Context: an optimization exercise on an open-source flow, tuned for small area, a short achievable clock period and few clock cycles. The choices shown serve that exercise and are no tape-out recipe. At most, simulation tests tie the RTL to the original design; equivalence was not proved. The RTL of run 1 was laid out without a check of its function.

## flow/design.v (module list and top-level ports; edited modules follow where they fit)
// module MyDesign: 1947 lines
module MyDesign (
  input  wire        dut_run,
  output reg         dut_busy,
  input  wire        reset_b,
  input  wire        clk,
  output wire        input_sram_write_enable,
  output wire [11:0] input_sram_write_addresss,
  output wire [15:0] input_sram_write_data,
  output reg  [11:0] input_sram_read_address,
  input  wire [15:0] input_sram_read_data,
  output reg         output_sram_write_enable,
  output reg  [11:0] output_sram_write_addresss,
  output reg  [15:0] output_sram_write_data,
  output wire [11:0] output_sram_read_address,
  input  wire [15:0] output_sram_read_data,
  output wire        scratchpad_sram_write_enable,
  output wire [11:0] scratchpad_sram_write_addresss,
  output wire [15:0] scratchpad_sram_write_data,
  output wire [11:0] scratchpad_sram_read_address,
  input  wire [15:0] scratchpad_sram_read_data,
  output wire        weights_sram_write_enable,
  output wire [11:0] weights_sram_write_addresss,
  output wire [15:0] weights_sram_write_data,
  output wire [11:0] weights_sram_read_address,
  input  wire [15:0] weights_sram_read_data
);
  // ...
==> flow/run.sh <==
#!/bin/bash
# synth_recipe.tcl (not shown) runs the flow's synth.tcl, then flattens the netlist and writes it again
# the make line also repeats each setting of config.mk as NAME=value (left out here)
make -C /OpenROAD-flow-scripts/flow DESIGN_CONFIG=/design/flow/config.mk WORK_HOME=/design/flow/orfs CLKGATE_MAP_FILE= SYNTH_SCRIPT=/design/flow/synth_recipe.tcl finish
==> flow/config.mk <==
export PLATFORM = sky130hd
export DESIGN_NAME = MyDesign
export DESIGN_NICKNAME = MyDesign
export VERILOG_FILES = /design/flow/design.v
export SDC_FILE = /design/flow/constraint.sdc
export NUM_CORES = 4
export LEC_CHECK = 0
export CAP_MARGIN = 20
export CORE_MARGIN = 2
export CORE_UTILIZATION = 40
export PLACE_DENSITY = 0.6
export SETUP_SLACK_MARGIN = 5.0
export SLEW_MARGIN = 20
==> flow/constraint.sdc <==
create_clock -name core_clock -period 8.5 [get_ports {clk}]
set_input_delay 1.7000 -clock core_clock [delete_from_list [all_inputs] [get_ports {clk}]]
set_output_delay 1.7000 -clock core_clock [all_outputs]
set_load 0.01 [all_outputs]
==> impl_metrics.csv, run 1 <==
group,metric,value,unit
global_routing,grt_max_degree,26,
floorplan,die_y,293,um
yosys,synth_top_flop_cell,"dfxtp_1",
sta,fmax,257,MHz
yosys,yosysSeqAreaShare,0.370,
place,hpwl,67100,um
yosys,avgSynthCellArea,11.4,um^2
yosys,synth_top_family_by_area,"adder cells",
global_routing,grt_overflow_total,0,
clock_tree,cts_hold_buf,0,
global_routing,grt_pass1_wl,136000,um
detailed_routing,wl_met2,44700,um
yosys,synth_top_cell_area_share,0.217,
outcome,outcome,"timing/DRC/antenna clean",
critical_path,cp-endpoint,"cs1_1[9]",
finish,n_all_buffers,323,
yosys,syn_inst,2930,
global_routing,met3_usage,0.0283,
detailed_routing,viasPerCell,5.15,
detailed_routing,dr.pass1.iters,5,
clock_tree,cts_max_level,2,
global_routing,grtUsageTotal,0.207,
yosys,synthMuxAreaShare,0.0396,
yosys,synth_common_cells,"367 x inv_1, 362 x fa_1, 348 x dfxtp_1, 260 x a22oi_1, 238 x xor2_1",
finish,clock_area_frac,0.0486,
critical_path,reg2reg_slack,4610,ps
clock_tree,clk_latency,640,ps
sta,finalHoldWorstSlack,314,ps
yosys,synth_area_leaders,"fa_1 22%, dfxtp_1 21%, edfxtp_1 15%",
yosys,synth_xor_area_frac,0.0987,
min_path,holdPathEnd,"sr4[14]",
finish,drive_gt1_frac,0.225,
place,place_congestion,0.942,
sta,tightestPinTransition,1200,ps
critical_path,critPathBufInv,3,
==> run 2, diff against run 1 <==
--- a/flow/design.v
+++ b/flow/design.v
@@ -694,54 +694,54 @@
   wire t0_212 = (t0_179 & t0_146) | (t0_211_x & t0_178);
   wire t0_213_x = t0_181 ^ t0_150;
   wire t0_213 = t0_213_x ^ t0_180;
   wire t0_214 = (t0_181 & t0_150) | (t0_213_x & t0_180);
   wire t0_215_x = t0_183 ^ t0_152;
   wire t0_215 = t0_215_x ^ t0_182;
   wire t0_216 = (t0_183 & t0_152) | (t0_215_x & t0_182);
   wire [18:0] cs0_0_d, cs0_1_d;
-  assign cs0_0_d[0] = t0_185;
-  assign cs0_1_d[0] = t0_153;
-  assign cs0_0_d[1] = t0_186;
-  assign cs0_1_d[1] = t0_187;
-  assign cs0_0_d[2] = t0_188;
-  assign cs0_1_d[2] = t0_189;
-  assign cs0_0_d[3] = t0_190;
-  assign cs0_1_d[3] = t0_191;
-  assign cs0_0_d[4] = t0_192;
-  assign cs0_1_d[4] = t0_193;
-  assign cs0_0_d[5] = t0_194;
-  assign cs0_1_d[5] = t0_195;
-  assign cs0_0_d[6] = t0_196;
-  assign cs0_1_d[6] = t0_197;
-  assign cs0_0_d[7] = t0_198;
-  assign cs0_1_d[7] = t0_199;
-  assign cs0_0_d[8] = t0_200;
-  assign cs0_1_d[8] = t0_201;
-  assign cs0_0_d[9] = t0_202;
-  assign cs0_1_d[9] = t0_203;
-  assign cs0_0_d[10] = t0_204;
-  assign cs0_1_d[10] = t0_205;
-  assign cs0_0_d[11] = t0_206;
-  assign cs0_1_d[11] = t0_207;
-  assign cs0_0_d[12] = t0_208;
-  assign cs0_1_d[12] = t0_209;
-  assign cs0_0_d[13] = t0_210;
-  assign cs0_1_d[13] = t0_211;
-  assign cs0_0_d[14] = t0_212;
-  assign cs0_1_d[14] = t0_213;
-  assign cs0_0_d[15] = t0_214;
-  assign cs0_1_d[15] = t0_215;
-  assign cs0_0_d[16] = t0_216;
-  assign cs0_1_d[16] = t0_184;
-  assign cs0_0_d[17] = 1'b1;
-  assign cs0_0_d[18] = 1'b1;
-  assign cs0_1_d[17] = 1'b0;
-  assign cs0_1_d[18] = 1'b0;
+  assign cs0_0_d[0] = ~t0_185;
+  assign cs0_1_d[0] = ~t0_153;
+  assign cs0_0_d[1] = ~t0_186;
+  assign cs0_1_d[1] = ~t0_187;
+  assign cs0_0_d[2] = ~t0_188;
+  assign cs0_1_d[2] = ~t0_189;
+  assign cs0_0_d[3] = ~t0_190;
+  assign cs0_1_d[3] = ~t0_191;
+  assign cs0_0_d[4] = ~t0_192;
+  assign cs0_1_d[4] = ~t0_193;
+  assign cs0_0_d[5] = ~t0_194;
+  assign cs0_1_d[5] = ~t0_195;
+  assign cs0_0_d[6] = ~t0_196;
+  assign cs0_1_d[6] = ~t0_197;
+  assign cs0_0_d[7] = ~t0_198;
+  assign cs0_1_d[7] = ~t0_199;
+  assign cs0_0_d[8] = ~t0_200;
+  assign cs0_1_d[8] = ~t0_201;
+  assign cs0_0_d[9] = ~t0_202;
+  assign cs0_1_d[9] = ~t0_203;
+  assign cs0_0_d[10] = ~t0_204;
+  assign cs0_1_d[10] = ~t0_205;
+  assign cs0_0_d[11] = ~t0_206;
+  assign cs0_1_d[11] = ~t0_207;
+  assign cs0_0_d[12] = ~t0_208;
+  assign cs0_1_d[12] = ~t0_209;
+  assign cs0_0_d[13] = ~t0_210;
+  assign cs0_1_d[13] = ~t0_211;
+  assign cs0_0_d[14] = ~t0_212;
+  assign cs0_1_d[14] = ~t0_213;
+  assign cs0_0_d[15] = ~t0_214;
+  assign cs0_1_d[15] = ~t0_215;
+  assign cs0_0_d[16] = ~t0_216;
+  assign cs0_1_d[16] = ~t0_184;
+  assign cs0_0_d[17] = ~1'b1;
+  assign cs0_0_d[18] = ~1'b1;
+  assign cs0_1_d[17] = 1'b1;
+  assign cs0_1_d[18] = 1'b1;
   always @(posedge clk) begin cs0_0 <= cs0_0_d; cs0_1 <= cs0_1_d; end
   wire [7:0] x1_0 = xs1[23:16];
   wire [11:0] kr1_0 = k3;
   wire [7:0] x1_1 = xs1[15:8];
   wire [11:0] kr1_1 = k4;
   wire [7:0] x1_2 = xs1[7:0];
   wire [11:0] kr1_2 = k5;
   wire pp1_0_0_0 = (kr1_0[0] & x1_0[0]) ^ kr1_0[2];
@@ -864,47 +864,47 @@
   wire pp1_2_3_7 = ((kr1_2[9] & x1_2[7]) | (kr1_2[10] & x1_2[6])) ^ kr1_2[11];
   wire pp1_2_3_8 = ((kr1_2[9] & x1_2[7]) | (kr1_2[10] & x1_2[7])) ^ kr1_2[11];
   wire pp1_2_3_9 = ~(((kr1_2[9] & x1_2[7]) | (kr1_2[10] & x1_2[7])) ^ kr1_2[11]);
   wire t1_1 = kr1_0[8] ^ kr1_1[8];
   wire t1_2 = kr1_0[8] & kr1_1[8];
   wire t1_3_x = kr1_0[11] ^ kr1_1[11];
   wire t1_3 = t1_3_x ^ kr1_2[11];
   wire t1_4 = (kr1_0[11] & kr1_1[11]) | (t1_3_x & kr1_2[11]);
-  wire t1_5_x = cs0_0[6] ^ cs0_1[6];
+  wire t1_5_x = ~cs0_0[6] ^ ~cs0_1[6];
   wire t1_5 = t1_5_x ^ pp1_0_0_6;
-  wire t1_6 = (cs0_0[6] & cs0_1[6]) | (t1_5_x & pp1_0_0_6);
-  wire t1_7_x = cs0_0[7] ^ cs0_1[7];
+  wire t1_6 = (~cs0_0[6] & ~cs0_1[6]) | (t1_5_x & pp1_0_0_6);
+  wire t1_7_x = ~cs0_0[7] ^ ~cs0_1[7];
   wire t1_7 = t1_7_x ^ pp1_0_0_7;
-  wire t1_8 = (cs0_0[7] & cs0_1[7]) | (t1_7_x & pp1_0_0_7);
+  wire t1_8 = (~cs0_0[7] & ~cs0_1[7]) | (t1_7_x & pp1_0_0_7);
   wire t1_9 = pp1_0_1_5 ^ pp1_0_2_3;
   wire t1_10 = pp1_0_1_5 & pp1_0_2_3;
-  wire t1_11_x = cs0_0[8] ^ cs0_1[8];
+  wire t1_11_x = ~cs0_0[8] ^ ~cs0_1[8];
   wire t1_11 = t1_11_x ^ pp1_0_0_8;
-  wire t1_12 = (cs0_0[8] & cs0_1[8]) | (t1_11_x & pp1_0_0_8);
+  wire t1_12 = (~cs0_0[8] & ~cs0_1[8]) | (t1_11_x & pp1_0_0_8);
   wire t1_13 = pp1_0_1_6 ^ pp1_0_2_4;
   wire t1_14 = pp1_0_1_6 & pp1_0_2_4;
-  wire t1_15_x = 1'b1 ^ cs0_0[9];
-  wire t1_15 = t1_15_x ^ cs0_1[9];
-  wire t1_16 = (1'b1 & cs0_0[9]) | (t1_15_x & cs0_1[9]);
+  wire t1_15_x = 1'b1 ^ ~cs0_0[9];
+  wire t1_15 = t1_15_x ^ ~cs0_1[9];
+  wire t1_16 = (1'b1 & ~cs0_0[9]) | (t1_15_x & ~cs0_1[9]);
   wire t1_17_x = pp1_0_0_9 ^ pp1_0_1_7;
   wire t1_17 = t1_17_x ^ pp1_0_2_5;
   wire t1_18 = (pp1_0_0_9 & pp1_0_1_7) | (t1_17_x & pp1_0_2_5);
   wire t1_19_x = kr1_0[5] ^ kr1_1[5];
   wire t1_19 = t1_19_x ^ kr1_2[5];
   wire t1_20 = (kr1_0[5] & kr1_1[5]) | (t1_19_x & kr1_2[5]);
-  wire t1_21_x = kr1_2[8] ^ cs0_0[4];
-  wire t1_21 = t1_21_x ^ cs0_1[4];
-  wire t1_22 = (kr1_2[8] & cs0_0[4]) | (t1_21_x & cs0_1[4]);
+  wire t1_21_x = kr1_2[8] ^ ~cs0_0[4];
+  wire t1_21 = t1_21_x ^ ~cs0_1[4];
+  wire t1_22 = (kr1_2[8] & ~cs0_0[4]) | (t1_21_x & ~cs0_1[4]);
   wire t1_23_x = t1_1 ^ pp1_0_0_4;
   wire t1_23 = t1_23_x ^ pp1_0_1_2;
   wire t1_24 = (t1_1 & pp1_0_0_4) | (t1_23_x & pp1_0_1_2);
-  wire t1_25_x = cs0_0[5] ^ cs0_1[5];
+  wire t1_25_x = ~cs0_0[5] ^ ~cs0_1[5];
   wire t1_25 = t1_25_x ^ t1_2;
-  wire t1_26 = (cs0_0[5] & cs0_1[5]) | (t1_25_x & t1_2);
+  wire t1_26 = (~cs0_0[5] & ~cs0_1[5]) | (t1_25_x & t1_2);
   wire t1_27_x = pp1_0_0_5 ^ pp1_0_1_3;
   wire t1_27 = t1_27_x ^ pp1_0_2_1;
   wire t1_28 = (pp1_0_0_5 & pp1_0_1_3) | (t1_27_x & pp1_0_2_1);
   wire t1_29 = pp1_1_0_5 ^ pp1_1_1_3;
   wire t1_30 = pp1_1_0_5 & pp1_1_1_3;
   wire t1_31_x = t1_3 ^ pp1_0_1_4;
   wire t1_31 = t1_31_x ^ pp1_0_2_2;
   wire t1_32 = (t1_3 & pp1_0_1_4) | (t1_31_x & pp1_0_2_2);
@@ -947,51 +947,51 @@
   wire t1_57 = t1_57_x ^ pp1_1_3_3;
   wire t1_58 = (pp1_1_1_7 & pp1_1_2_5) | (t1_57_x & pp1_1_3_3);
   wire t1_59_x = pp1_2_0_9 ^ pp1_2_1_7;
   wire t1_59 = t1_59_x ^ pp1_2_2_5;
   wire t1_60 = (pp1_2_0_9 & pp1_2_1_7) | (t1_59_x & pp1_2_2_5);
   wire t1_61_x = pp1_2_3_3 ^ t1_12;
   wire t1_61 = t1_61_x ^ t1_14;
   wire t1_62 = (pp1_2_3_3 & t1_12) | (t1_61_x & t1_14);
-  wire t1_63_x = cs0_0[10] ^ cs0_1[10];
+  wire t1_63_x = ~cs0_0[10] ^ ~cs0_1[10];
   wire t1_63 = t1_63_x ^ t1_16;
-  wire t1_64 = (cs0_0[10] & cs0_1[10]) | (t1_63_x & t1_16);
+  wire t1_64 = (~cs0_0[10] & ~cs0_1[10]) | (t1_63_x & t1_16);
   wire t1_65_x = pp1_0_1_8 ^ pp1_0_2_6;
   wire t1_65 = t1_65_x ^ pp1_0_3_4;
   wire t1_66 = (pp1_0_1_8 & pp1_0_2_6) | (t1_65_x & pp1_0_3_4);
   wire t1_67_x = pp1_1_1_8 ^ pp1_1_2_6;
   wire t1_67 = t1_67_x ^ pp1_1_3_4;
   wire t1_68 = (pp1_1_1_8 & pp1_1_2_6) | (t1_67_x & pp1_1_3_4);
   wire t1_69_x = pp1_2_1_8 ^ pp1_2_2_6;
   wire t1_69 = t1_69_x ^ pp1_2_3_4;
   wire t1_70 = (pp1_2_1_8 & pp1_2_2_6) | (t1_69_x & pp1_2_3_4);
-  wire t1_71_x = cs0_0[11] ^ cs0_1[11];
+  wire t1_71_x = ~cs0_0[11] ^ ~cs0_1[11];
   wire t1_71 = t1_71_x ^ pp1_0_1_9;
-  wire t1_72 = (cs0_0[11] & cs0_1[11]) | (t1_71_x & pp1_0_1_9);
+  wire t1_72 = (~cs0_0[11] & ~cs0_1[11]) | (t1_71_x & pp1_0_1_9);
   wire t1_73_x = pp1_0_2_7 ^ pp1_0_3_5;
   wire t1_73 = t1_73_x ^ pp1_1_1_9;
   wire t1_74 = (pp1_0_2_7 & pp1_0_3_5) | (t1_73_x & pp1_1_1_9);
   wire t1_75_x = pp1_1_2_7 ^ pp1_1_3_5;
   wire t1_75 = t1_75_x ^ pp1_2_1_9;
   wire t1_76 = (pp1_1_2_7 & pp1_1_3_5) | (t1_75_x & pp1_2_1_9);
-  wire t1_77_x = cs0_0[12] ^ cs0_1[12];
+  wire t1_77_x = ~cs0_0[12] ^ ~cs0_1[12];
   wire t1_77 = t1_77_x ^ pp1_0_2_8;
-  wire t1_78 = (cs0_0[12] & cs0_1[12]) | (t1_77_x & pp1_0_2_8);
+  wire t1_78 = (~cs0_0[12] & ~cs0_1[12]) | (t1_77_x & pp1_0_2_8);
   wire t1_79_x = kr1_0[2] ^ kr1_1[2];
   wire t1_79 = t1_79_x ^ kr1_2[2];
   wire t1_80 = (kr1_0[2] & kr1_1[2]) | (t1_79_x & kr1_2[2]);
-  wire t1_81_x = cs0_0[2] ^ cs0_1[2];
+  wire t1_81_x = ~cs0_0[2] ^ ~cs0_1[2];
   wire t1_81 = t1_81_x ^ t1_19;
-  wire t1_82 = (cs0_0[2] & cs0_1[2]) | (t1_81_x & t1_19);
+  wire t1_82 = (~cs0_0[2] & ~cs0_1[2]) | (t1_81_x & t1_19);
   wire t1_83 = pp1_0_0_2 ^ pp1_0_1_0;
   wire t1_84 = pp1_0_0_2 & pp1_0_1_0;
-  wire t1_85_x = cs0_0[3] ^ cs0_1[3];
+  wire t1_85_x = ~cs0_0[3] ^ ~cs0_1[3];
   wire t1_85 = t1_85_x ^ t1_20;
-  wire t1_86 = (cs0_0[3] & cs0_1[3]) | (t1_85_x & t1_20);
+  wire t1_86 = (~cs0_0[3] & ~cs0_1[3]) | (t1_85_x & t1_20);
   wire t1_87_x = pp1_0_0_3 ^ pp1_0_1_1;
   wire t1_87 = t1_87_x ^ pp1_1_0_3;
   wire t1_88 = (pp1_0_0_3 & pp1_0_1_1) | (t1_87_x & pp1_1_0_3);
   wire t1_89 = pp1_1_1_1 ^ pp1_2_0_3;
   wire t1_90 = pp1_1_1_1 & pp1_2_0_3;
   wire t1_91_x = t1_21 ^ pp1_0_2_0;
   wire t1_91 = t1_91_x ^ pp1_1_0_4;
   wire t1_92 = (t1_21 & pp1_0_2_0) | (t1_91_x & pp1_1_0_4);
@@ -1068,34 +1068,34 @@
   wire t1_139 = t1_139_x ^ pp1_1_3_6;
   wire t1_140 = (pp1_0_3_6 & pp1_1_2_8) | (t1_139_x & pp1_1_3_6);
   wire t1_141_x = pp1_2_2_8 ^ pp1_2_3_6;
   wire t1_141 = t1_141_x ^ t1_72;
   wire t1_142 = (pp1_2_2_8 & pp1_2_3_6) | (t1_141_x & t1_72);
   wire t1_143_x = t1_74 ^ t1_76;
   wire t1_143 = t1_143_x ^ t1_77;
   wire t1_144 = (t1_74 & t1_76) | (t1_143_x & t1_77);
-  wire t1_145_x = cs0_0[13] ^ cs0_1[13];
+  wire t1_145_x = ~cs0_0[13] ^ ~cs0_1[13];
   wire t1_145 = t1_145_x ^ pp1_0_2_9;
-  wire t1_146 = (cs0_0[13] & cs0_1[13]) | (t1_145_x & pp1_0_2_9);
+  wire t1_146 = (~cs0_0[13] & ~cs0_1[13]) | (t1_145_x & pp1_0_2_9);
   wire t1_147_x = pp1_0_3_7 ^ pp1_1_2_9;
   wire t1_147 = t1_147_x ^ pp1_1_3_7;
   wire t1_148 = (pp1_0_3_7 & pp1_1_2_9) | (t1_147_x & pp1_1_3_7);
   wire t1_149_x = pp1_2_2_9 ^ pp1_2_3_7;
   wire t1_149 = t1_149_x ^ t1_78;
   wire t1_150 = (pp1_2_2_9 & pp1_2_3_7) | (t1_149_x & t1_78);
-  wire t1_151_x = cs0_0[14] ^ cs0_1[14];
+  wire t1_151_x = ~cs0_0[14] ^ ~cs0_1[14];
   wire t1_151 = t1_151_x ^ pp1_0_3_8;
-  wire t1_152 = (cs0_0[14] & cs0_1[14]) | (t1_151_x & pp1_0_3_8);
-  wire t1_153_x = cs0_0[0] ^ cs0_1[0];
+  wire t1_152 = (~cs0_0[14] & ~cs0_1[14]) | (t1_151_x & pp1_0_3_8);
+  wire t1_153_x = ~cs0_0[0] ^ ~cs0_1[0];
   wire t1_153 = t1_153_x ^ t1_79;
-  wire t1_154 = (cs0_0[0] & cs0_1[0]) | (t1_153_x & t1_79);
-  wire t1_155_x = cs0_0[1] ^ cs0_1[1];
+  wire t1_154 = (~cs0_0[0] & ~cs0_1[0]) | (t1_153_x & t1_79);
+  wire t1_155_x = ~cs0_0[1] ^ ~cs0_1[1];
   wire t1_155 = t1_155_x ^ t1_80;
-  wire t1_156 = (cs0_0[1] & cs0_1[1]) | (t1_155_x & t1_80);
+  wire t1_156 = (~cs0_0[1] & ~cs0_1[1]) | (t1_155_x & t1_80);
   wire t1_157 = pp1_0_0_1 ^ pp1_1_0_1;
   wire t1_158 = pp1_0_0_1 & pp1_1_0_1;
   wire t1_159_x = t1_81 ^ pp1_1_0_2;
   wire t1_159 = t1_159_x ^ pp1_1_1_0;
   wire t1_160 = (t1_81 & pp1_1_0_2) | (t1_159_x & pp1_1_1_0);
   wire t1_161_x = pp1_2_0_2 ^ pp1_2_1_0;
   wire t1_161 = t1_161_x ^ t1_83;
   wire t1_162 = (pp1_2_0_2 & pp1_2_1_0) | (t1_161_x & t1_83);
@@ -1166,19 +1166,19 @@
   wire t1_205 = t1_205_x ^ t1_149;
   wire t1_206 = (t1_142 & t1_144) | (t1_205_x & t1_149);
   wire t1_207_x = pp1_1_3_8 ^ pp1_2_3_8;
   wire t1_207 = t1_207_x ^ t1_146;
   wire t1_208 = (pp1_1_3_8 & pp1_2_3_8) | (t1_207_x & t1_146);
   wire t1_209_x = t1_148 ^ t1_151;
   wire t1_209 = t1_209_x ^ t1_150;
   wire t1_210 = (t1_148 & t1_151) | (t1_209_x & t1_150);
-  wire t1_211_x = cs0_0[15] ^ cs0_1[15];
+  wire t1_211_x = ~cs0_0[15] ^ ~cs0_1[15];
   wire t1_211 = t1_211_x ^ pp1_0_3_9;
-  wire t1_212 = (cs0_0[15] & cs0_1[15]) | (t1_211_x & pp1_0_3_9);
+  wire t1_212 = (~cs0_0[15] & ~cs0_1[15]) | (t1_211_x & pp1_0_3_9);
   wire t1_213_x = pp1_1_3_9 ^ pp1_2_3_9;
   wire t1_213 = t1_213_x ^ t1_152;
   wire t1_214 = (pp1_1_3_9 & pp1_2_3_9) | (t1_213_x & t1_152);
   wire t1_215 = t1_153 ^ pp1_0_0_0;
   wire t1_216 = t1_153 & pp1_0_0_0;
   wire t1_217_x = t1_154 ^ t1_155;
   wire t1_217 = t1_217_x ^ pp1_2_0_1;
   wire t1_218 = (t1_154 & t1_155) | (t1_217_x & pp1_2_0_1);
@@ -1219,19 +1219,19 @@
   wire t1_241 = t1_241_x ^ t1_202;
   wire t1_242 = (t1_203 & t1_200) | (t1_241_x & t1_202);
   wire t1_243_x = t1_204 ^ t1_207;
   wire t1_243 = t1_243_x ^ t1_206;
   wire t1_244 = (t1_204 & t1_207) | (t1_243_x & t1_206);
   wire t1_245_x = t1_211 ^ t1_208;
   wire t1_245 = t1_245_x ^ t1_213;
   wire t1_246 = (t1_211 & t1_208) | (t1_245_x & t1_213);
-  wire t1_247_x = cs0_0[16] ^ cs0_1[16];
+  wire t1_247_x = ~cs0_0[16] ^ ~cs0_1[16];
   wire t1_247 = t1_247_x ^ t1_212;
-  wire t1_248 = (cs0_0[16] & cs0_1[16]) | (t1_247_x & t1_212);
+  wire t1_248 = (~cs0_0[16] & ~cs0_1[16]) | (t1_247_x & t1_212);
   wire t1_249 = pp1_1_0_0 ^ pp1_2_0_0;
   wire t1_250 = pp1_1_0_0 & pp1_2_0_0;
   wire t1_251_x = t1_216 ^ t1_217;
   wire t1_251 = t1_251_x ^ t1_157;
   wire t1_252 = (t1_216 & t1_217) | (t1_251_x & t1_157);
   wire t1_253_x = t1_218 ^ t1_219;
   wire t1_253 = t1_253_x ^ t1_161;
   wire t1_254 = (t1_218 & t1_219) | (t1_253_x & t1_161);
@@ -1272,60 +1272,60 @@
   wire t1_277 = t1_277_x ^ t1_243;
   wire t1_278 = (t1_209 & t1_242) | (t1_277_x & t1_243);
   wire t1_279_x = t1_245 ^ t1_210;
   wire t1_279 = t1_279_x ^ t1_244;
   wire t1_280 = (t1_245 & t1_210) | (t1_279_x & t1_244);
   wire t1_281_x = t1_247 ^ t1_214;
   wire t1_281 = t1_281_x ^ t1_246;
   wire t1_282 = (t1_247 & t1_214) | (t1_281_x & t1_246);
-  wire t1_283_x = 1'b1 ^ cs0_0[17];
+  wire t1_283_x = 1'b1 ^ ~cs0_0[17];
   wire t1_283 = t1_283_x ^ t1_248;
-  wire t1_284 = (1'b1 & cs0_0[17]) | (t1_283_x & t1_248);
-  wire t1_285 = 1'b1 ^ cs0_0[18];
-  wire t1_286 = 1'b1 & cs0_0[18];
+  wire t1_284 = (1'b1 & ~cs0_0[17]) | (t1_283_x & t1_248);
+  wire t1_285 = 1'b1 ^ ~cs0_0[18];
+  wire t1_286 = 1'b1 & ~cs0_0[18];
   wire [18:0] cs1_0_d, cs1_1_d;
-  assign cs1_0_d[0] = t1_249;
-  assign cs1_1_d[0] = t1_215;
-  assign cs1_0_d[1] = t1_250;
-  assign cs1_1_d[1] = t1_251;
-  assign cs1_0_d[2] = t1_252;
-  assign cs1_1_d[2] = t1_253;
-  assign cs1_0_d[3] = t1_254;
-  assign cs1_1_d[3] = t1_255;
-  assign cs1_0_d[4] = t1_256;
-  assign cs1_1_d[4] = t1_257;
-  assign cs1_0_d[5] = t1_258;
-  assign cs1_1_d[5] = t1_259;
-  assign cs1_0_d[6] = t1_260;
-  assign cs1_1_d[6] = t1_261;
-  assign cs1_0_d[7] = t1_262;
-  assign cs1_1_d[7] = t1_263;
-  assign cs1_0_d[8] = t1_264;
-  assign cs1_1_d[8] = t1_265;
-  assign cs1_0_d[9] = t1_266;
-  assign cs1_1_d[9] = t1_267;
-  assign cs1_0_d[10] = t1_268;
-  assign cs1_1_d[10] = t1_269;
-  assign cs1_0_d[11] = t1_270;
-  assign cs1_1_d[11] = t1_271;
-  assign cs1_0_d[12] = t1_272;
-  assign cs1_1_d[12] = t1_273;
-  assign cs1_0_d[13] = t1_274;
-  assign cs1_1_d[13] = t1_275;
-  assign cs1_0_d[14] = t1_276;
-  assign cs1_1_d[14] = t1_277;
-  assign cs1_0_d[15] = t1_278;
-  assign cs1_1_d[15] = t1_279;
-  assign cs1_0_d[16] = t1_280;
-  assign cs1_1_d[16] = t1_281;
-  assign cs1_0_d[17] = t1_282;
-  assign cs1_1_d[17] = t1_283;
-  assign cs1_0_d[18] = t1_284;
-  assign cs1_1_d[18] = t1_285;
+  assign cs1_0_d[0] = ~t1_249;
+  assign cs1_1_d[0] = ~t1_215;
+  assign cs1_0_d[1] = ~t1_250;
+  assign cs1_1_d[1] = ~t1_251;
+  assign cs1_0_d[2] = ~t1_252;
+  assign cs1_1_d[2] = ~t1_253;
+  assign cs1_0_d[3] = ~t1_254;
+  assign cs1_1_d[3] = ~t1_255;
+  assign cs1_0_d[4] = ~t1_256;
+  assign cs1_1_d[4] = ~t1_257;
+  assign cs1_0_d[5] = ~t1_258;
+  assign cs1_1_d[5] = ~t1_259;
+  assign cs1_0_d[6] = ~t1_260;
+  assign cs1_1_d[6] = ~t1_261;
+  assign cs1_0_d[7] = ~t1_262;
+  assign cs1_1_d[7] = ~t1_263;
+  assign cs1_0_d[8] = ~t1_264;
+  assign cs1_1_d[8] = ~t1_265;
+  assign cs1_0_d[9] = ~t1_266;
+  assign cs1_1_d[9] = ~t1_267;
+  assign cs1_0_d[10] = ~t1_268;
+  assign cs1_1_d[10] = ~t1_269;
+  assign cs1_0_d[11] = ~t1_270;
+  assign cs1_1_d[11] = ~t1_271;
+  assign cs1_0_d[12] = ~t1_272;
+  assign cs1_1_d[12] = ~t1_273;
+  assign cs1_0_d[13] = ~t1_274;
+  assign cs1_1_d[13] = ~t1_275;
+  assign cs1_0_d[14] = ~t1_276;
+  assign cs1_1_d[14] = ~t1_277;
+  assign cs1_0_d[15] = ~t1_278;
+  assign cs1_1_d[15] = ~t1_279;
+  assign cs1_0_d[16] = ~t1_280;
+  assign cs1_1_d[16] = ~t1_281;
+  assign cs1_0_d[17] = ~t1_282;
+  assign cs1_1_d[17] = ~t1_283;
+  assign cs1_0_d[18] = ~t1_284;
+  assign cs1_1_d[18] = ~t1_285;
   always @(posedge clk) begin cs1_0 <= cs1_0_d; cs1_1 <= cs1_1_d; end
   wire [7:0] x2_0 = xs2[23:16];
   wire [11:0] kr2_0 = k6;
   wire [7:0] x2_1 = xs2[15:8];
   wire [11:0] kr2_1 = k7;
   wire [7:0] x2_2 = xs2[7:0];
   wire [11:0] kr2_2 = k8;
   wire pp2_0_0_0 = (kr2_0[0] & x2_0[0]) ^ kr2_0[2];
@@ -1448,47 +1448,47 @@
   wire pp2_2_3_7 = ((kr2_2[9] & x2_2[7]) | (kr2_2[10] & x2_2[6])) ^ kr2_2[11];
   wire pp2_2_3_8 = ((kr2_2[9] & x2_2[7]) | (kr2_2[10] & x2_2[7])) ^ kr2_2[11];
   wire pp2_2_3_9 = ~(((kr2_2[9] & x2_2[7]) | (kr2_2[10] & x2_2[7])) ^ kr2_2[11]);
   wire t2_1 = kr2_0[8] ^ kr2_1[8];
   wire t2_2 = kr2_0[8] & kr2_1[8];
   wire t2_3_x = kr2_0[11] ^ kr2_1[11];
   wire t2_3 = t2_3_x ^ kr2_2[11];
   wire t2_4 = (kr2_0[11] & kr2_1[11]) | (t2_3_x & kr2_2[11]);
-  wire t2_5_x = cs1_0[6] ^ cs1_1[6];
+  wire t2_5_x = ~cs1_0[6] ^ ~cs1_1[6];
   wire t2_5 = t2_5_x ^ pp2_0_0_6;
-  wire t2_6 = (cs1_0[6] & cs1_1[6]) | (t2_5_x & pp2_0_0_6);
-  wire t2_7_x = cs1_0[7] ^ cs1_1[7];
+  wire t2_6 = (~cs1_0[6] & ~cs1_1[6]) | (t2_5_x & pp2_0_0_6);
+  wire t2_7_x = ~cs1_0[7] ^ ~cs1_1[7];
   wire t2_7 = t2_7_x ^ pp2_0_0_7;
-  wire t2_8 = (cs1_0[7] & cs1_1[7]) | (t2_7_x & pp2_0_0_7);
+  wire t2_8 = (~cs1_0[7] & ~cs1_1[7]) | (t2_7_x & pp2_0_0_7);
   wire t2_9 = pp2_0_1_5 ^ pp2_0_2_3;
   wire t2_10 = pp2_0_1_5 & pp2_0_2_3;
-  wire t2_11_x = cs1_0[8] ^ cs1_1[8];
+  wire t2_11_x = ~cs1_0[8] ^ ~cs1_1[8];
   wire t2_11 = t2_11_x ^ pp2_0_0_8;
-  wire t2_12 = (cs1_0[8] & cs1_1[8]) | (t2_11_x & pp2_0_0_8);
+  wire t2_12 = (~cs1_0[8] & ~cs1_1[8]) | (t2_11_x & pp2_0_0_8);
   wire t2_13 = pp2_0_1_6 ^ pp2_0_2_4;
   wire t2_14 = pp2_0_1_6 & pp2_0_2_4;
-  wire t2_15_x = 1'b1 ^ cs1_0[9];
-  wire t2_15 = t2_15_x ^ cs1_1[9];
-  wire t2_16 = (1'b1 & cs1_0[9]) | (t2_15_x & cs1_1[9]);
+  wire t2_15_x = 1'b1 ^ ~cs1_0[9];
+  wire t2_15 = t2_15_x ^ ~cs1_1[9];
+  wire t2_16 = (1'b1 & ~cs1_0[9]) | (t2_15_x & ~cs1_1[9]);
   wire t2_17_x = pp2_0_0_9 ^ pp2_0_1_7;
   wire t2_17 = t2_17_x ^ pp2_0_2_5;
   wire t2_18 = (pp2_0_0_9 & pp2_0_1_7) | (t2_17_x & pp2_0_2_5);
   wire t2_19_x = kr2_0[5] ^ kr2_1[5];
   wire t2_19 = t2_19_x ^ kr2_2[5];
   wire t2_20 = (kr2_0[5] & kr2_1[5]) | (t2_19_x & kr2_2[5]);
-  wire t2_21_x = kr2_2[8] ^ cs1_0[4];
-  wire t2_21 = t2_21_x ^ cs1_1[4];
-  wire t2_22 = (kr2_2[8] & cs1_0[4]) | (t2_21_x & cs1_1[4]);
+  wire t2_21_x = kr2_2[8] ^ ~cs1_0[4];
+  wire t2_21 = t2_21_x ^ ~cs1_1[4];
+  wire t2_22 = (kr2_2[8] & ~cs1_0[4]) | (t2_21_x & ~cs1_1[4]);
   wire t2_23_x = t2_1 ^ pp2_0_0_4;
   wire t2_23 = t2_23_x ^ pp2_0_1_2;
   wire t2_24 = (t2_1 & pp2_0_0_4) | (t2_23_x & pp2_0_1_2);
-  wire t2_25_x = cs1_0[5] ^ cs1_1[5];
+  wire t2_25_x = ~cs1_0[5] ^ ~cs1_1[5];
   wire t2_25 = t2_25_x ^ t2_2;
-  wire t2_26 = (cs1_0[5] & cs1_1[5]) | (t2_25_x & t2_2);
+  wire t2_26 = (~cs1_0[5] & ~cs1_1[5]) | (t2_25_x & t2_2);
   wire t2_27_x = pp2_0_0_5 ^ pp2_0_1_3;
   wire t2_27 = t2_27_x ^ pp2_0_2_1;
   wire t2_28 = (pp2_0_0_5 & pp2_0_1_3) | (t2_27_x & pp2_0_2_1);
   wire t2_29 = pp2_1_0_5 ^ pp2_1_1_3;
   wire t2_30 = pp2_1_0_5 & pp2_1_1_3;
   wire t2_31_x = t2_3 ^ pp2_0_1_4;
   wire t2_31 = t2_31_x ^ pp2_0_2_2;
   wire t2_32 = (t2_3 & pp2_0_1_4) | (t2_31_x & pp2_0_2_2);
@@ -1531,51 +1531,51 @@
   wire t2_57 = t2_57_x ^ pp2_1_3_3;
   wire t2_58 = (pp2_1_1_7 & pp2_1_2_5) | (t2_57_x & pp2_1_3_3);
   wire t2_59_x = pp2_2_0_9 ^ pp2_2_1_7;
   wire t2_59 = t2_59_x ^ pp2_2_2_5;
   wire t2_60 = (pp2_2_0_9 & pp2_2_1_7) | (t2_59_x & pp2_2_2_5);
   wire t2_61_x = pp2_2_3_3 ^ t2_12;
   wire t2_61 = t2_61_x ^ t2_14;
   wire t2_62 = (pp2_2_3_3 & t2_12) | (t2_61_x & t2_14);
-  wire t2_63_x = cs1_0[10] ^ cs1_1[10];
+  wire t2_63_x = ~cs1_0[10] ^ ~cs1_1[10];
   wire t2_63 = t2_63_x ^ t2_16;
-  wire t2_64 = (cs1_0[10] & cs1_1[10]) | (t2_63_x & t2_16);
+  wire t2_64 = (~cs1_0[10] & ~cs1_1[10]) | (t2_63_x & t2_16);
   wire t2_65_x = pp2_0_1_8 ^ pp2_0_2_6;
   wire t2_65 = t2_65_x ^ pp2_0_3_4;
   wire t2_66 = (pp2_0_1_8 & pp2_0_2_6) | (t2_65_x & pp2_0_3_4);
   wire t2_67_x = pp2_1_1_8 ^ pp2_1_2_6;
   wire t2_67 = t2_67_x ^ pp2_1_3_4;
   wire t2_68 = (pp2_1_1_8 & pp2_1_2_6) | (t2_67_x & pp2_1_3_4);
   wire t2_69_x = pp2_2_1_8 ^ pp2_2_2_6;
   wire t2_69 = t2_69_x ^ pp2_2_3_4;
   wire t2_70 = (pp2_2_1_8 & pp2_2_2_6) | (t2_69_x & pp2_2_3_4);
-  wire t2_71_x = cs1_0[11] ^ cs1_1[11];
+  wire t2_71_x = ~cs1_0[11] ^ ~cs1_1[11];
   wire t2_71 = t2_71_x ^ pp2_0_1_9;
-  wire t2_72 = (cs1_0[11] & cs1_1[11]) | (t2_71_x & pp2_0_1_9);
+  wire t2_72 = (~cs1_0[11] & ~cs1_1[11]) | (t2_71_x & pp2_0_1_9);
   wire t2_73_x = pp2_0_2_7 ^ pp2_0_3_5;
   wire t2_73 = t2_73_x ^ pp2_1_1_9;
   wire t2_74 = (pp2_0_2_7 & pp2_0_3_5) | (t2_73_x & pp2_1_1_9);
   wire t2_75_x = pp2_1_2_7 ^ pp2_1_3_5;
   wire t2_75 = t2_75_x ^ pp2_2_1_9;
   wire t2_76 = (pp2_1_2_7 & pp2_1_3_5) | (t2_75_x & pp2_2_1_9);
-  wire t2_77_x = cs1_0[12] ^ cs1_1[12];
+  wire t2_77_x = ~cs1_0[12] ^ ~cs1_1[12];
   wire t2_77 = t2_77_x ^ pp2_0_2_8;
-  wire t2_78 = (cs1_0[12] & cs1_1[12]) | (t2_77_x & pp2_0_2_8);
+  wire t2_78 = (~cs1_0[12] & ~cs1_1[12]) | (t2_77_x & pp2_0_2_8);
   wire t2_79_x = kr2_0[2] ^ kr2_1[2];
   wire t2_79 = t2_79_x ^ kr2_2[2];
   wire t2_80 = (kr2_0[2] & kr2_1[2]) | (t2_79_x & kr2_2[2]);
-  wire t2_81_x = cs1_0[2] ^ cs1_1[2];
+  wire t2_81_x = ~cs1_0[2] ^ ~cs1_1[2];
   wire t2_81 = t2_81_x ^ t2_19;
-  wire t2_82 = (cs1_0[2] & cs1_1[2]) | (t2_81_x & t2_19);
+  wire t2_82 = (~cs1_0[2] & ~cs1_1[2]) | (t2_81_x & t2_19);
   wire t2_83 = pp2_0_0_2 ^ pp2_0_1_0;
   wire t2_84 = pp2_0_0_2 & pp2_0_1_0;
-  wire t2_85_x = cs1_0[3] ^ cs1_1[3];
+  wire t2_85_x = ~cs1_0[3] ^ ~cs1_1[3];
   wire t2_85 = t2_85_x ^ t2_20;
-  wire t2_86 = (cs1_0[3] & cs1_1[3]) | (t2_85_x & t2_20);
+  wire t2_86 = (~cs1_0[3] & ~cs1_1[3]) | (t2_85_x & t2_20);
   wire t2_87_x = pp2_0_0_3 ^ pp2_0_1_1;
   wire t2_87 = t2_87_x ^ pp2_1_0_3;
   wire t2_88 = (pp2_0_0_3 & pp2_0_1_1) | (t2_87_x & pp2_1_0_3);
   wire t2_89 = pp2_1_1_1 ^ pp2_2_0_3;
   wire t2_90 = pp2_1_1_1 & pp2_2_0_3;
   wire t2_91_x = t2_21 ^ pp2_0_2_0;
   wire t2_91 = t2_91_x ^ pp2_1_0_4;
   wire t2_92 = (t2_21 & pp2_0_2_0) | (t2_91_x & pp2_1_0_4);
@@ -1652,34 +1652,34 @@
   wire t2_139 = t2_139_x ^ pp2_1_3_6;
   wire t2_140 = (pp2_0_3_6 & pp2_1_2_8) | (t2_139_x & pp2_1_3_6);
   wire t2_141_x = pp2_2_2_8 ^ pp2_2_3_6;
   wire t2_141 = t2_141_x ^ t2_72;
   wire t2_142 = (pp2_2_2_8 & pp2_2_3_6) | (t2_141_x & t2_72);
   wire t2_143_x = t2_74 ^ t2_76;
   wire t2_143 = t2_143_x ^ t2_77;
   wire t2_144 = (t2_74 & t2_76) | (t2_143_x & t2_77);
-  wire t2_145_x = cs1_0[13] ^ cs1_1[13];
+  wire t2_145_x = ~cs1_0[13] ^ ~cs1_1[13];
   wire t2_145 = t2_145_x ^ pp2_0_2_9;
-  wire t2_146 = (cs1_0[13] & cs1_1[13]) | (t2_145_x & pp2_0_2_9);
+  wire t2_146 = (~cs1_0[13] & ~cs1_1[13]) | (t2_145_x & pp2_0_2_9);
   wire t2_147_x = pp2_0_3_7 ^ pp2_1_2_9;
   wire t2_147 = t2_147_x ^ pp2_1_3_7;
   wire t2_148 = (pp2_0_3_7 & pp2_1_2_9) | (t2_147_x & pp2_1_3_7);
   wire t2_149_x = pp2_2_2_9 ^ pp2_2_3_7;
   wire t2_149 = t2_149_x ^ t2_78;
   wire t2_150 = (pp2_2_2_9 & pp2_2_3_7) | (t2_149_x & t2_78);
-  wire t2_151_x = cs1_0[14] ^ cs1_1[14];
+  wire t2_151_x = ~cs1_0[14] ^ ~cs1_1[14];
   wire t2_151 = t2_151_x ^ pp2_0_3_8;
-  wire t2_152 = (cs1_0[14] & cs1_1[14]) | (t2_151_x & pp2_0_3_8);
-  wire t2_153_x = cs1_0[0] ^ cs1_1[0];
+  wire t2_152 = (~cs1_0[14] & ~cs1_1[14]) | (t2_151_x & pp2_0_3_8);
+  wire t2_153_x = ~cs1_0[0] ^ ~cs1_1[0];
   wire t2_153 = t2_153_x ^ t2_79;
-  wire t2_154 = (cs1_0[0] & cs1_1[0]) | (t2_153_x & t2_79);
-  wire t2_155_x = cs1_0[1] ^ cs1_1[1];
+  wire t2_154 = (~cs1_0[0] & ~cs1_1[0]) | (t2_153_x & t2_79);
+  wire t2_155_x = ~cs1_0[1] ^ ~cs1_1[1];
   wire t2_155 = t2_155_x ^ t2_80;
-  wire t2_156 = (cs1_0[1] & cs1_1[1]) | (t2_155_x & t2_80);
+  wire t2_156 = (~cs1_0[1] & ~cs1_1[1]) | (t2_155_x & t2_80);
   wire t2_157 = pp2_0_0_1 ^ pp2_1_0_1;
   wire t2_158 = pp2_0_0_1 & pp2_1_0_1;
   wire t2_159_x = t2_81 ^ pp2_1_0_2;
   wire t2_159 = t2_159_x ^ pp2_1_1_0;
   wire t2_160 = (t2_81 & pp2_1_0_2) | (t2_159_x & pp2_1_1_0);
   wire t2_161_x = pp2_2_0_2 ^ pp2_2_1_0;
   wire t2_161 = t2_161_x ^ t2_83;
   wire t2_162 = (pp2_2_0_2 & pp2_2_1_0) | (t2_161_x & t2_83);
@@ -1750,19 +1750,19 @@
   wire t2_205 = t2_205_x ^ t2_149;
   wire t2_206 = (t2_142 & t2_144) | (t2_205_x & t2_149);
   wire t2_207_x = pp2_1_3_8 ^ pp2_2_3_8;
   wire t2_207 = t2_207_x ^ t2_146;
   wire t2_208 = (pp2_1_3_8 & pp2_2_3_8) | (t2_207_x & t2_146);
   wire t2_209_x = t2_148 ^ t2_151;
   wire t2_209 = t2_209_x ^ t2_150;
   wire t2_210 = (t2_148 & t2_151) | (t2_209_x & t2_150);
-  wire t2_211_x = cs1_0[15] ^ cs1_1[15];
+  wire t2_211_x = ~cs1_0[15] ^ ~cs1_1[15];
   wire t2_211 = t2_211_x ^ pp2_0_3_9;
-  wire t2_212 = (cs1_0[15] & cs1_1[15]) | (t2_211_x & pp2_0_3_9);
+  wire t2_212 = (~cs1_0[15] & ~cs1_1[15]) | (t2_211_x & pp2_0_3_9);
   wire t2_213_x = pp2_1_3_9 ^ pp2_2_3_9;
   wire t2_213 = t2_213_x ^ t2_152;
   wire t2_214 = (pp2_1_3_9 & pp2_2_3_9) | (t2_213_x & t2_152);
   wire t2_215 = t2_153 ^ pp2_0_0_0;
   wire t2_216 = t2_153 & pp2_0_0_0;
   wire t2_217_x = t2_154 ^ t2_155;
   wire t2_217 = t2_217_x ^ pp2_2_0_1;
   wire t2_218 = (t2_154 & t2_155) | (t2_217_x & pp2_2_0_1);
@@ -1803,23 +1803,23 @@
   wire t2_241 = t2_241_x ^ t2_202;
   wire t2_242 = (t2_203 & t2_200) | (t2_241_x & t2_202);
   wire t2_243_x = t2_204 ^ t2_207;
   wire t2_243 = t2_243_x ^ t2_206;
   wire t2_244 = (t2_204 & t2_207) | (t2_243_x & t2_206);
   wire t2_245_x = t2_211 ^ t2_208;
   wire t2_245 = t2_245_x ^ t2_213;
   wire t2_246 = (t2_211 & t2_208) | (t2_245_x & t2_213);
-  wire t2_247_x = cs1_0[16] ^ cs1_1[16];
+  wire t2_247_x = ~cs1_0[16] ^ ~cs1_1[16];
   wire t2_247 = t2_247_x ^ t2_212;
-  wire t2_248 = (cs1_0[16] & cs1_1[16]) | (t2_247_x & t2_212);
-  wire t2_249 = 1'b1 ^ cs1_0[17];
-  wire t2_250 = 1'b1 & cs1_0[17];
-  wire t2_251 = 1'b1 ^ cs1_0[18];
-  wire t2_252 = 1'b1 & cs1_0[18];
+  wire t2_248 = (~cs1_0[16] & ~cs1_1[16]) | (t2_247_x & t2_212);
+  wire t2_249 = 1'b1 ^ ~cs1_0[17];
+  wire t2_250 = 1'b1 & ~cs1_0[17];
+  wire t2_251 = 1'b1 ^ ~cs1_0[18];
+  wire t2_252 = 1'b1 & ~cs1_0[18];
   wire t2_253 = pp2_1_0_0 ^ pp2_2_0_0;
   wire t2_254 = pp2_1_0_0 & pp2_2_0_0;
   wire t2_255_x = t2_216 ^ t2_217;
   wire t2_255 = t2_255_x ^ t2_157;
   wire t2_256 = (t2_216 & t2_217) | (t2_255_x & t2_157);
   wire t2_257_x = t2_218 ^ t2_219;
   wire t2_257 = t2_257_x ^ t2_161;
   wire t2_258 = (t2_218 & t2_219) | (t2_257_x & t2_161);
@@ -1860,63 +1860,63 @@
   wire t2_281 = t2_281_x ^ t2_243;
   wire t2_282 = (t2_209 & t2_242) | (t2_281_x & t2_243);
   wire t2_283_x = t2_245 ^ t2_210;
   wire t2_283 = t2_283_x ^ t2_244;
   wire t2_284 = (t2_245 & t2_210) | (t2_283_x & t2_244);
   wire t2_285_x = t2_247 ^ t2_214;
   wire t2_285 = t2_285_x ^ t2_246;
   wire t2_286 = (t2_247 & t2_214) | (t2_285_x & t2_246);
-  wire t2_287_x = cs1_1[17] ^ t2_249;
+  wire t2_287_x = ~cs1_1[17] ^ t2_249;
   wire t2_287 = t2_287_x ^ t2_248;
-  wire t2_288 = (cs1_1[17] & t2_249) | (t2_287_x & t2_248);
-  wire t2_289_x = cs1_1[18] ^ t2_250;
+  wire t2_288 = (~cs1_1[17] & t2_249) | (t2_287_x & t2_248);
+  wire t2_289_x = ~cs1_1[18] ^ t2_250;
   wire t2_289 = t2_289_x ^ t2_251;
-  wire t2_290 = (cs1_1[18] & t2_250) | (t2_289_x & t2_251);
+  wire t2_290 = (~cs1_1[18] & t2_250) | (t2_289_x & t2_251);
   wire [18:0] cs2_0_d, cs2_1_d;
-  assign cs2_0_d[0] = t2_253;
-  assign cs2_1_d[0] = t2_215;
-  assign cs2_0_d[1] = t2_254;
-  assign cs2_1_d[1] = t2_255;
-  assign cs2_0_d[2] = t2_256;
-  assign cs2_1_d[2] = t2_257;
-  assign cs2_0_d[3] = t2_258;
-  assign cs2_1_d[3] = t2_259;
-  assign cs2_0_d[4] = t2_260;
-  assign cs2_1_d[4] = t2_261;
-  assign cs2_0_d[5] = t2_262;
-  assign cs2_1_d[5] = t2_263;
-  assign cs2_0_d[6] = t2_264;
-  assign cs2_1_d[6] = t2_265;
-  assign cs2_0_d[7] = t2_266;
-  assign cs2_1_d[7] = t2_267;
-  assign cs2_0_d[8] = t2_268;
-  assign cs2_1_d[8] = t2_269;
-  assign cs2_0_d[9] = t2_270;
-  assign cs2_1_d[9] = t2_271;
-  assign cs2_0_d[10] = t2_272;
-  assign cs2_1_d[10] = t2_273;
-  assign cs2_0_d[11] = t2_274;
-  assign cs2_1_d[11] = t2_275;
-  assign cs2_0_d[12] = t2_276;
-  assign cs2_1_d[12] = t2_277;
-  assign cs2_0_d[13] = t2_278;
-  assign cs2_1_d[13] = t2_279;
-  assign cs2_0_d[14] = t2_280;
-  assign cs2_1_d[14] = t2_281;
-  assign cs2_0_d[15] = t2_282;
-  assign cs2_1_d[15] = t2_283;
-  assign cs2_0_d[16] = t2_284;
-  assign cs2_1_d[16] = t2_285;
-  assign cs2_0_d[17] = t2_286;
-  assign cs2_1_d[17] = t2_287;
-  assign cs2_0_d[18] = t2_288;
-  assign cs2_1_d[18] = t2_289;
+  assign cs2_0_d[0] = ~t2_253;
+  assign cs2_1_d[0] = ~t2_215;
+  assign cs2_0_d[1] = ~t2_254;
+  assign cs2_1_d[1] = ~t2_255;
+  assign cs2_0_d[2] = ~t2_256;
+  assign cs2_1_d[2] = ~t2_257;
+  assign cs2_0_d[3] = ~t2_258;
+  assign cs2_1_d[3] = ~t2_259;
+  assign cs2_0_d[4] = ~t2_260;
+  assign cs2_1_d[4] = ~t2_261;
+  assign cs2_0_d[5] = ~t2_262;
+  assign cs2_1_d[5] = ~t2_263;
+  assign cs2_0_d[6] = ~t2_264;
+  assign cs2_1_d[6] = ~t2_265;
+  assign cs2_0_d[7] = ~t2_266;
+  assign cs2_1_d[7] = ~t2_267;
+  assign cs2_0_d[8] = ~t2_268;
+  assign cs2_1_d[8] = ~t2_269;
+  assign cs2_0_d[9] = ~t2_270;
+  assign cs2_1_d[9] = ~t2_271;
+  assign cs2_0_d[10] = ~t2_272;
+  assign cs2_1_d[10] = ~t2_273;
+  assign cs2_0_d[11] = ~t2_274;
+  assign cs2_1_d[11] = ~t2_275;
+  assign cs2_0_d[12] = ~t2_276;
+  assign cs2_1_d[12] = ~t2_277;
+  assign cs2_0_d[13] = ~t2_278;
+  assign cs2_1_d[13] = ~t2_279;
+  assign cs2_0_d[14] = ~t2_280;
+  assign cs2_1_d[14] = ~t2_281;
+  assign cs2_0_d[15] = ~t2_282;
+  assign cs2_1_d[15] = ~t2_283;
+  assign cs2_0_d[16] = ~t2_284;
+  assign cs2_1_d[16] = ~t2_285;
+  assign cs2_0_d[17] = ~t2_286;
+  assign cs2_1_d[17] = ~t2_287;
+  assign cs2_0_d[18] = ~t2_288;
+  assign cs2_1_d[18] = ~t2_289;
   always @(posedge clk) begin cs2_0 <= cs2_0_d; cs2_1 <= cs2_1_d; end
-  wire [18:0] csum = cs2_0 + cs2_1;
+  wire [18:0] csum = ~cs2_0 + ~cs2_1;
   reg  [6:0] vr;    
   always @(posedge clk)
     vr <= csum[18] ? 7'd0 : ((|csum[17:7]) ? 7'd127 : csum[6:0]);
   reg  [6:0] mx;
   wire [6:0] mxv = (vr > mx) ? vr : mx;
   always @(posedge clk) begin
     if (p4) mx <= vr;
     else if (p5 || p6) mx <= mxv;
==> flow/config.mk (replaced) <==
export PLATFORM = sky130hd
export DESIGN_NAME = MyDesign
export DESIGN_NICKNAME = MyDesign
export VERILOG_FILES = /design/flow/design.v
export SDC_FILE = /design/flow/constraint.sdc
export NUM_CORES = 4
export LEC_CHECK = 0
export CAP_MARGIN = 20
export CORE_MARGIN = 2
export CORE_UTILIZATION = 55
export PLACE_DENSITY = 0.75
export SETUP_SLACK_MARGIN = 4.5
export SLEW_MARGIN = 20
==> run 2 against run 1 <==
Still clean. Via count is 3.8% lower. Design area down 7.6%. Register-to-register slack lost 40 ps. Area after synthesis down 0.74%. Worst setup slack got worse by 41 ps.
==> impl_metrics.csv, run 2 <==
group,metric,value,unit
clock_tree,clk_latency,640,ps
yosys,synth.most_common_cell,"fa_1",
critical_path,cp-end-kind,"register",
global_routing,grt_max_degree,25,
global_routing,grt_overflow_total,0,
yosys,synth_top_flop_cell,"dfxtp_1",
place,io_buffers,77,
sta,fmax,254,MHz
sta,slew_viol_final,0,
sta,finClkSkew,50.4,ps
clock_tree,cts_hold_buf,0,
yosys,synth_top_area_cell,"fa_1",
place,hpwl,64500,um
finish,largestRegisters,"xs0 x24, xs1 x24, xs2 x24",
clock_tree,path_clk_slew,70,ps
critical_path,arrival,4430,ps
yosys,synth_area_leaders,"fa_1 22%, dfxtp_1 21%, edfxtp_1 15%",
job,max-cap-violations,0,
detailed_routing,dr.pass1.iters,7,
yosys,syn-cell-area,0.0331,mm^2
finish,area_growth,8.82,%
floorplan,fp.dieW,249,um
finish,final_nets,3372,
detailed_routing,ant_nets,0,
min_path,hp-class,"reg -> reg",
detailed_routing,vias,20900,
global_routing,antenna_found_initial,4,
clock_tree,cts_tree,"yes",
sta,hold_viol,0,
finish,layout_common_cells,"351 x fa_1, 345 x dfxtp_1, 293 x inv_1, 251 x a22oi_1, 238 x xor2_1",
sta,period_share,0.463,
finish,mostFrequentLayoutCell,"fa_1",
sta,tightestPinTransition,1030,ps
yosys,syn_inst,2875,
sta,rsz0062_at_grt,"yes",
place,dpl.cell_count,3527,
yosys,yosysWarnings,1,
finish,drive_gt1_frac,0.101,
clock_tree,cts_made_buffers,54,
yosys,synth_async_sr_flop_share,0.0340,
critical_path,crit_fanout,7,
yosys,avgSynthCellArea,11.5,um^2
critical_path,critPathLaunchType,"register",
floorplan,die_area,0.0622,mm^2
floorplan,die_y,249,um
detailed_routing,routed_wirelength,83000,um
clock_tree,cts_max_level,2,
global_routing,grt_pass1_vias,21800,
yosys,ys_types,77,
critical_path,crit_chain,"a22oi_2 -> xor2_1 -> fa_1 -> fa_1 -> fa_2 -> fa_2 -> fa_2 -> fa_1",
detailed_routing,drt_iter0_markers,2091,
critical_path,cp_slowest_cell,"fa_1",
critical_path,crit_type,"reg -> reg",
global_routing,grtUsageTotal,0.266,
clock_tree,cts-root-buf,"clkbuf_16",
detailed_routing,drc,0,
critical_path,slowest_delay,540,ps
yosys,yosysSeqAreaShare,0.373,
floorplan,coreArea,0.0592,mm^2
global_routing,grt_pass1_wl,128000,um
finish,antenna_cells,0,
place,place_congestion,0.990,
detailed_routing,wire_per_inst,22.6,um
floorplan,start_util,0.559,
outcome,outcome,"timing/DRC/antenna clean",
floorplan,num_io_pins,232,
clock_tree,clkSinkCount,530,
critical_path,cp.required,9000,ps
detailed_routing,viasPerCell,5.68,
sta,setup-violations-final,0,
finish,fin_util,0.608,
yosys,synth_seq_cells,530,
finish,stdcell_count,3673,
yosys,synth_edf_count,164,
clock_tree,clock_path_buffers,3,
sta,layout_min_cycle_time,3930,ps
yosys,synth_top_cell_area_share,0.219,
yosys,synth_common_cells,"362 x fa_1, 348 x dfxtp_1, 293 x inv_1, 254 x a22oi_1, 241 x xor2_1",
floorplan,fp-row-count,89,
sta,setup_tns,0,ps
sta,slew_headroom,0.309,
## run 2: changes by cell type after synthesis, moves of 4 or more
cell     before  now
o21a_1        5    9
o21ai_0      84   93
and2_1       25   21
or3_1         1    5
xnor2_1     138  131
nand4_1      15    9
nand3_1      26   31
inv_1       367  293
a21oi_1      28   38
a22oi_1     260  254
nor4_1        2    7
## run 2: area by class of cell
cell class                      instances  area [um^2]
Tap cell                              773          967
Timing Repair Buffer                  133         1200
Fill cell                            4689        23200
Multi-Input combinational cell       1840        18500
Clock inverter                         31          349
Clock buffer                           71         1530
Sequential cell                       530        12400
Inverter                              295         1110
## run 2: stage by stage
stage	area (um^2)	hold WS, ps	setup slack [ps]
finish	36000	319	4570
floorplan	33600	310	4500
CTS	35700	321	4510
detailed placement	33700	312	4150
global route	36000	324	4460
global placement	33700	310	4240
## run 2: worst paths after layout
kind,start,endpoint,slack (ps),cells past startpoint
worst max-delay path,k6[1],cs2_1[8],4570,8
worst min-delay path,sr3[15],sr4[15],320,0
worst max register to register,k6[1],cs2_1[8],4570,8
worst min register to register,sr3[15],sr4[15],320,0
max in group asynchronous,reset_b,sl[1],6240,1
min in group asynchronous,reset_b,dut_busy,1580,1
## run 2: cell families (layout without fill, tap and decap cells)
family	Yosys count	count (layout)	share of synthesized area
xor gates and xnor gates	372	372	0.0984
and+or+nand+nor	319	319	0.0494
DFF	530	530	0.373
muxes	92	92	0.0392
other	1	122	0.000113
adders and majority gates	451	451	0.253
buffers and inverters	626	530	0.0852
AOI/OAI and AO/OA	484	484	0.102
## run 2: critical path, delay by kind of cell (launching register included)
family,cells,cell delay [ps]
adder cells (fa/ha/maj),6,2820
flip-flops,1,530
AO/OA/AOI/OAI,1,250
XOR/XNOR,1,210
## run 2: timing repair
item	4_1_cts	5_1_grt
setup buffers	11	32
cloned	0	0
gates resized for setup	12	25
endpoints found under the setup margin	25	28
pin swaps	10	16
## run 2: routing by layer
metal	GRT usage	part of all wire	wire [um]	up-vias
met5	0	0	0	-
met4	0.0923	0.033	2770	0
met3	0.0443	0.070	5820	193
met2	0.443	0.48	39900	930
met1	0.355	0.42	34500	10500
li1	-	-	-	9294
Testbench counts of run 2, summed over its fixed seeds: cycles 100,730.
==> run 3, diff against run 2 <==
--- a/flow/config.mk
+++ b/flow/config.mk
@@ -8,6 +8,6 @@
 export CAP_MARGIN = 20
 export CORE_MARGIN = 2
-export CORE_UTILIZATION = 55
-export PLACE_DENSITY = 0.75
+export CORE_UTILIZATION = 40
+export PLACE_DENSITY = 0.6
 export SETUP_SLACK_MARGIN = 4.5
 export SLEW_MARGIN = 20
==> run 3 against run 2 <==
Sequential share of layout area shrank 0.19 points. Flip-flop and latch count unchanged. Maximum frequency down 0.50%. Non-clock buffer count is 17 lower. Still clean on timing, DRC and antenna. Highest routed layer unchanged. Register-to-register slack worse by 20 ps.
==> impl_metrics.csv, run 3 <==
group,metric,value,unit
yosys,synth_xor_area_frac,0.0984,
critical_path,critPathBufInv,0,
global_routing,grt_max_degree,25,
yosys,syn_inst,2875,
detailed_routing,dr.pass1.iters,6,
yosys,synth_seq_cells,530,
yosys,synth_top_flop_cell,"dfxtp_1",
critical_path,cp_slowest_cell,"fa_1",
outcome,outcome,"timing/DRC/antenna clean",
yosys,synth_async_sr_flop_share,0.0340,
yosys,synth_top_cell_area_share,0.219,
yosys,synthMuxAreaShare,0.0392,
detailed_routing,drc,0,
floorplan,num_io_pins,232,
place,dpl.cell_count,3827,
global_routing,grtUsageTotal,0.196,
clock_tree,cts_tree,"yes",
global_routing,grt_overflow_total,0,
yosys,ys_types,77,
floorplan,die_y,292,um
clock_tree,clk_latency,630,ps
clock_tree,path_clk_slew,70,ps
sta,setup-violations-final,0,
critical_path,cp.required,8960,ps
floorplan,die_area,0.0851,mm^2
critical_path,arrival,4410,ps
place,postPlaceCellArea,0.0341,mm^2
critical_path,crit_chain,"a22oi_2 -> xor2_1 -> fa_1 -> fa_1 -> fa_2 -> fa_2 -> fa_1 -> fa_1",
clock_tree,cts-root-buf,"clkbuf_16",
finish,drive_gt1_frac,0.0916,
floorplan,fp-row-count,105,
global_routing,grt_pass1_vias,21500,
finish,layout_common_cells,"355 x fa_1, 346 x dfxtp_1, 292 x inv_1, 253 x a22oi_1, 240 x xor2_1",
detailed_routing,vias,20500,
finish,final_nets,3355,
finish,area_growth,9.43,%
critical_path,crit_fanout,8,
critical_path,slowest_delay,600,ps
detailed_routing,viasPerCell,5.19,
critical_path,crit_top_cell,"fa_1",
yosys,synth_top_area_cell,"fa_1",
place,place_congestion,0.909,
detailed_routing,routed_wirelength,84100,um
clock_tree,cts_hold_buf,0,
detailed_routing,wire_per_inst,21.3,um
sta,period_share,0.465,
clock_tree,clock_path_buffers,3,
finish,mostFrequentLayoutCell,"fa_1",
job,max-cap-violations,0,
detailed_routing,drt_iter0_markers,1521,
sta,slew_headroom,0.236,
yosys,synth_top_family_by_area,"adder cells",
finish,largestRegisters,"xs0 x24, xs1 x24, xs2 x24",
sta,fmax,253,MHz
critical_path,r2r_start,"xs1[22]",
clock_tree,cts_max_level,2,
global_routing,antenna_found_initial,4,
yosys,synth_edf_count,164,
sta,setup_tns,0,ps
yosys,synth_compound_area_frac,0.102,
detailed_routing,ant_nets,0,
place,hpwl,67000,um
sta,tightestPinTransition,1130,ps
critical_path,reg2reg_slack,4550,ps
critical_path,critPathLaunchType,"register",
critical_path,crit_type,"reg -> reg",
critical_path,cp-end-kind,"register",
critical_path,startpoint,"xs1[22]",
place,io_buffers,77,
clock_tree,cts_made_buffers,54,
sta,hold_viol,0,
finish,stdcell_count,3953,
finish,design_area,0.0362,mm^2
sta,rsz0062_at_grt,"yes",
floorplan,fp.dieW,292,um
yosys,synth_common_cells,"362 x fa_1, 348 x dfxtp_1, 293 x inv_1, 254 x a22oi_1, 241 x xor2_1",
sta,layout_min_cycle_time,3950,ps
sta,finClkSkew,53.6,ps
floorplan,start_util,0.404,
yosys,synth_fa_ha_area_frac,0.253,
critical_path,path_delay_family,"adder cells",
min_path,hold_start,"l4",
sta,slew_viol_final,0,
min_path,hp-class,"reg -> reg",
floorplan,coreArea,0.0820,mm^2
yosys,avgSynthCellArea,11.5,um^2
yosys,syn-cell-area,0.0331,mm^2
clock_tree,clkSinkCount,530,
yosys,synth_area_leaders,"fa_1 22%, dfxtp_1 21%, edfxtp_1 15%",
yosys,yosysWarnings,1,
yosys,yosysSeqAreaShare,0.373,
yosys,yosys.area_share.simple,0.0494,
yosys,synth.most_common_cell,"fa_1",
global_routing,grt_pass1_wl,129000,um
-- run 3: cell count changes in the layout (fill, tap and decap cells not counted), moves of 4 or more --
cell and delta:
inv_6 +4, buf_4 -16, clkbuf_8 -4, fa_2 -4
fa_1 +4
-- run 3: final cells by class --
| class | count | area, um^2 |
|---|---|---|
| sequential | 530 | 12400 |
| multi-input combinational | 1840 | 18500 |
| clock inverter | 34 | 392 |
| inverter | 295 | 1110 |
| tap | 1070 | 1340 |
| timing repair buffer | 116 | 1060 |
| fill | 7570 | 45800 |
| clock buffer | 67 | 1490 |
| antenna | 1 | 2.50 |
-- run 3: through the flow --
| stage | hold WS, ps | util | setup WS [ps] |
|---|---|---|---|
| floorplan | 310 | - | 4500 |
| global placement | 311 | 0.416 | 4160 |
| detailed placement | 312 | 0.416 | 4090 |
| CTS | 324 | 0.440 | 4490 |
| global route | 324 | 0.442 | 4450 |
| finish | 322 | 0.442 | 4550 |
-- run 3: cell families after synthesis --
logic type	Yosys count
xor+xnor	372
mux	92
flops	530
fa+ha+maj	451
other cells	1
buf+inv	626
compound gates	484
simple gates	319
-- run 3: timing repair --
| action | in CTS | in global routing |
|---|---|---|
| pin swaps | 8 | 14 |
| gates resized for setup | 17 | 10 |
| buffers inserted | 12 | 11 |
| setup endpoints to repair | 23 | 19 |
-- run 3: routing by layer --
layer / track usage / vias up / part of all wire
met1: 0.261 / 10400 / 0.43
met4: 0.0573 / 0 / 0.029
met3: 0.0218 / 157 / 0.045
met2: 0.336 / 664 / 0.49
li1: - / 9258 / -
met5: 0 / - / 0
-- run 3: worst reg2reg max path: cells and delay by family (launching register included) --
kind | cells | cell delay [ps]
fa+ha+maj | 6 | 2890
flops | 1 | 530
xor+xnor | 1 | 230
compound gates | 1 | 140
-- run 3: path summary, 6_finish.rpt --
| kind | cells past startpoint | end |
|---|---|---|
| max | 8 | cs1_1[8] |
| min | 0 | l5 |
| min reg2reg | 0 | l5 |
| max reg2reg | 8 | cs1_1[8] |
| max in group asynchronous | 1 | sl[1] |
| min in group asynchronous | 1 | sl[2] |

what the ideal ports hide:
How much do the figures lean on ideal ports? The routed layouts below were timed once more, with nothing changed but the port constraints.
Step 1 assumes that a clkbuf_16 drives the clock port and a buf_2 every other input.
Step 2, shift: input delay + t, output delay - t, t = (earliest + latest rising clock arrival at the registers) / 2. This alone moves slack from input paths to output paths.
a / b / c = no drivers / after step 1 / after step 2; a / b = the first two.
run | t, ns | setup slack, ns | worst setup path at the end | slew at the worst register clock pin (ns) | worst slew at a driven data input, ns
run 1 | 0.686 | 4.609 / 4.609 / 4.525 | input to register | 0.07 / 0.07 | 0.07
run 2 | 0.669 | 4.568 / 4.568 / 4.547 | input to register | 0.07 / 0.07 | 0.05
run 3 | 0.655 | 4.549 / 4.549 / 4.549 | register to register | 0.08 / 0.08 | 0.05
After both steps setup and hold are still met in every run listed. For run 1, which loses most, drivers alone change the setup slack by 0.000 ns; drivers and shift together by -0.084 ns.
